This is an optimization exercise on Yosys and OpenROAD, whose aim is small area, a short achievable clock period and few clock cycles per item, not a production implementation.
The RTL was checked by simulation tests, not by an equivalence proof against the original design.

Setup of run A:
// arctan_top
module arctan_top(
	input             clk,
	input             rst,
	input             in_valid,
	output            in_ready,
	input      [31:0] inx,
	input      [31:0] iny,
	output reg        out_valid,
	output reg [31:0] out
);
export LEC_CHECK = 0
export CAP_MARGIN = 20
export CORE_MARGIN = 2
export CORE_UTILIZATION = 40
export CTS_BUF_LIST = sky130_fd_sc_hd__clkbuf_4
export SLEW_MARGIN = 20
export SYNTH_HIERARCHICAL = 1
export SYNTH_MINIMUM_KEEP_SIZE = 0
create_clock -name core_clock -period 200.0 [get_ports {clk}]
standard.sh (not shown) runs the stock make flow with config.mk's settings and CLKGATE_MAP_FILE= SYNTH_SCRIPT=/design/flow/synth_recipe.tcl, a recipe that flattens the netlist after the stock synthesis.
==> flow/flow/run.sh <==
#!/bin/bash
# The standard layout (standard.sh), with plain buf_2 cells as the port
# buffers instead of the delay buffer the resizer picks by default.
# make's full output goes to flow_make.log; ORFS keeps each step's log under orfs/logs/.
set -euo pipefail
BUFFER_PORTS_ARGS="-buffer_cell sky130_fd_sc_hd__buf_2" bash standard.sh finish > flow_make.log 2>&1
Testbench counts of run A, summed over its fixed seeds: cycles 3,264, items 3,200.
Input-level comparison between run B and run A:
- CTS_BUF_LIST: sky130_fd_sc_hd__clkbuf_4 -> sky130_fd_sc_hd__clkbuf_2 sky130_fd_sc_hd__clkbuf_4
==> flow/run.sh (new file) <==
#!/bin/bash
# synth_recipe.tcl (not shown) runs the flow's synth.tcl, then flattens the netlist and writes it again
# the make line also repeats each setting of config.mk as NAME=value (left out here)
make -C /OpenROAD-flow-scripts/flow DESIGN_CONFIG=/design/flow/config.mk WORK_HOME=/design/flow/orfs CLKGATE_MAP_FILE= SYNTH_SCRIPT=/design/flow/synth_recipe.tcl finish
removed: flow/flow/run.sh
removed: flow/standard.sh
[summary]
- Run B ends up with higher transition time of the tightest slew-check pin than run A does.
- NOTE first-pass GRT wire length run A->run B increased slightly
- Number of stages on the worst setup path on run B is down relative to run A.
- Design area is lower on run A
- Lower source-to-sink clock delay at the later pin of the worst-skew pair goes to run B over run A.
- The detailed-placement wirelength estimate was comparable across run B and run A.
- Run B vs. run A: met2 usage went up by 0.25 points.
- Maximum frequency shrinks slightly when moving from run A to run B.
- Minimum period implied by the final worst setup slack came out higher on run B than on run A.
- There was hardly any difference in final net count between run A and run B.
The inputs of run C differ from those of run B as listed below.
- putting CTS_CLUSTER_SIZE at 14 where nothing was set
- swapping sky130_fd_sc_hd__clkbuf_2 sky130_fd_sc_hd__clkbuf_4 for sky130_fd_sc_hd__clkbuf_8 in CTS_BUF_LIST
- putting CTS_CLUSTER_DIAMETER at 84 where nothing was set
--- outcome ---
Diff run B -> run C: sequential share of layout area moved up, fraction of standard cell area in multi-input logic grew by 1.3 points.
Run C: area growth from synthesis to final layout lower than run B
Comparing the two runs side by side, run C comes out ahead of run B on final routed wirelength across all metal layers.

---

## run a
Another version of the RTL of arctan_top (not shown whole).
For scale: about 100 I/O pins, about 0.045 mm^2 of cells after synthesis.
clock: 200.0 ns
lec_check: 0
cap_margin: 20
core_margin: 2
core_utilization: 40
cts_buf_list: sky130_fd_sc_hd__clkbuf_8
cts_cluster_diameter: 84
cts_cluster_size: 14
slew_margin: 20
synth_hierarchical: 1
synth_minimum_keep_size: 0
==> flow/flow/run.sh <==
#!/bin/bash
# The standard layout (standard.sh), with plain buf_1 cells as the port
# buffers instead of the delay buffer the resizer picks by default.
# make's full output goes to flow_make.log; ORFS keeps each step's log under orfs/logs/.
set -euo pipefail
BUFFER_PORTS_ARGS="-buffer_cell sky130_fd_sc_hd__buf_1" bash standard.sh finish > flow_make.log 2>&1
Testbench counts of run a, summed over its fixed seeds: cycles 3,264, items 3,200.
Modified inputs, run b compared to run a
- PLACE_DENSITY now 0.75, previously not set
Notes after the runs:
- On minimum setup slack in the final design: run b sits above run a.
- Total routed wirelength | run b below run a
- | count of plain and timing-repair buffers | run b vs run a | 1 lower |
- Looking at global-route usage across run a and run b, the one that comes out higher is run a.
- Between run a and run b, transition time of the tightest slew-check pin is higher for run b, run a comes in under that.
- [compare] base=run a new=run b: row count stayed essentially flat; clock-buffer cell count fell 3; number of buffers created by CTS decreased by 4.4% relative to the old numbers; final worst-path cycle share held steady.

---

arctan_top with an RTL version that a note above also has.
Size: about 3400 cells after synthesis, roughly 500 flip-flops, about 100 I/O pins.
export LEC_CHECK = 0
export CAP_MARGIN = 20
export CORE_MARGIN = 2
export CORE_UTILIZATION = 40
export CTS_BUF_LIST = sky130_fd_sc_hd__clkbuf_2
export SLEW_MARGIN = 20
export SYNTH_HIERARCHICAL = 1
export SYNTH_MINIMUM_KEEP_SIZE = 0
create_clock -name core_clock -period 200.0 [get_ports {clk}]
run.sh (not shown) runs the stock make flow with config.mk's settings and CLKGATE_MAP_FILE= SYNTH_SCRIPT=/design/flow/synth_recipe.tcl, a recipe that flattens the netlist after the stock synthesis.
Stock flow here: none of the scripts above is used.
The starting point finished clean.
Testbench counts at the start, summed over its fixed seeds: cycles 3,264, items 3,200.
Rerun with:
Settings changed: CTS_BUF_LIST sky130_fd_sc_hd__clkbuf_2 to sky130_fd_sc_hd__clkbuf_4.
After rerunning: Die area does not change; synthesized cell count is unchanged; first-iteration DRC count rises by 1.4%.
Rerun with:
Settings changed: CORE_UTILIZATION 40 to 65.
Final area decreases by 1.4%.
Global-route usage increases by 11 points.
Setup slack is better by 31 ps.
Core utilization increases by 27 points.
Maximum frequency barely changes.
Non-clock buffer count decreases by 1.
Wire length increases by about 1.1%.
First-iteration DRC count increases by about 17%.
Cell count decreases by 11%.

---

arctan_top again, from the RTL that the note above started with.
clock: 200.0 ns
lec_check: 0
cap_margin: 20
core_margin: 2
core_utilization: 40
cts_buf_list: sky130_fd_sc_hd__clkbuf_8
slew_margin: 20
synth_hierarchical: 1
synth_minimum_keep_size: 0
Testbench counts at the start, summed over its fixed seeds: cycles 3,264, items 3,200.
Edit:
- CTS_CLUSTER_DIAMETER: not set -> 84
- CTS_CLUSTER_SIZE: not set -> 16
=> Routed wire length came out lower slightly. Worst setup slack improves by 0.050 ns. Maximum frequency stays flat. Register-to-register slack hardly moves. Final cell count came out lower slightly. Utilization came out lower by 1.0 points. Design area came out lower by a few percent. Hold slack improves by 0.0036 ns. First-iteration DRC count came out lower by a few percent. Area after synthesis stays the same.

[what the ideal ports hide]
No port has a modelled driver above. Below, the same layouts with a new extraction and two added sets of constraints. Step 1 sets driving cells, clkbuf_16 on the clock port and buf_2 on the other inputs (assumed; they add their load-dependent delay and slew). Step 2 adds t to the input delays and takes it off the output delays; t is the mean of the earliest and latest rising clock arrival at the registers after step 1. Input paths then give back, and output paths get back, about the clock's delay inside the block. Slacks: no drivers / after step 1 / after step 2; pairs: no drivers / after step 1.
| run | shift t [ns] | setup WS [ns] | worst hold slack (ns) | slew at the worst register clock pin (ns) | worst slew at a driven data input, ns |
|---|---|---|---|---|---|
| run A of note 1 | 1.053 | 158.559 / 158.508 / 158.559 | 0.306 / 0.306 / 0.306 | 0.08 / 0.08 | 0.04 |
| run B of note 1 | 1.035 | 158.160 / 158.096 / 158.485 | 0.303 / 0.303 / 0.303 | 0.08 / 0.08 | 0.04 |
| run C of note 1 | 0.716 | 158.462 / 158.394 / 158.492 | 0.321 / 0.321 / 0.321 | 0.11 / 0.11 | 0.04 |
| run a of note 2 | 0.736 | 158.825 / 158.758 / 159.196 | 0.330 / 0.330 / 0.330 | 0.11 / 0.11 | 0.04 |
| run b of note 2 | 0.738 | 158.840 / 158.774 / 158.912 | 0.313 / 0.313 / 0.313 | 0.10 / 0.10 | 0.04 |
| the first run of note 3 | 1.395 | 157.803 / 157.740 / 158.531 | 0.273 / 0.273 / 0.273 | 0.12 / 0.12 | 0.04 |
| the second run of note 3 | 1.035 | 158.160 / 158.096 / 158.485 | 0.303 / 0.303 / 0.303 | 0.08 / 0.08 | 0.04 |
| the third run of note 3 | 1.007 | 158.191 / 158.126 / 158.235 | 0.278 / 0.278 / 0.278 | 0.09 / 0.09 | 0.05 |
| the first run of note 4 | 0.780 | 158.408 / 158.343 / 158.524 | 0.320 / 0.320 / 0.320 | 0.08 / 0.08 | 0.04 |
| the second run of note 4 | 0.723 | 158.458 / 158.390 / 158.506 | 0.324 / 0.324 / 0.324 | 0.11 / 0.11 | 0.04 |
After both steps setup and hold are still met in every run listed.
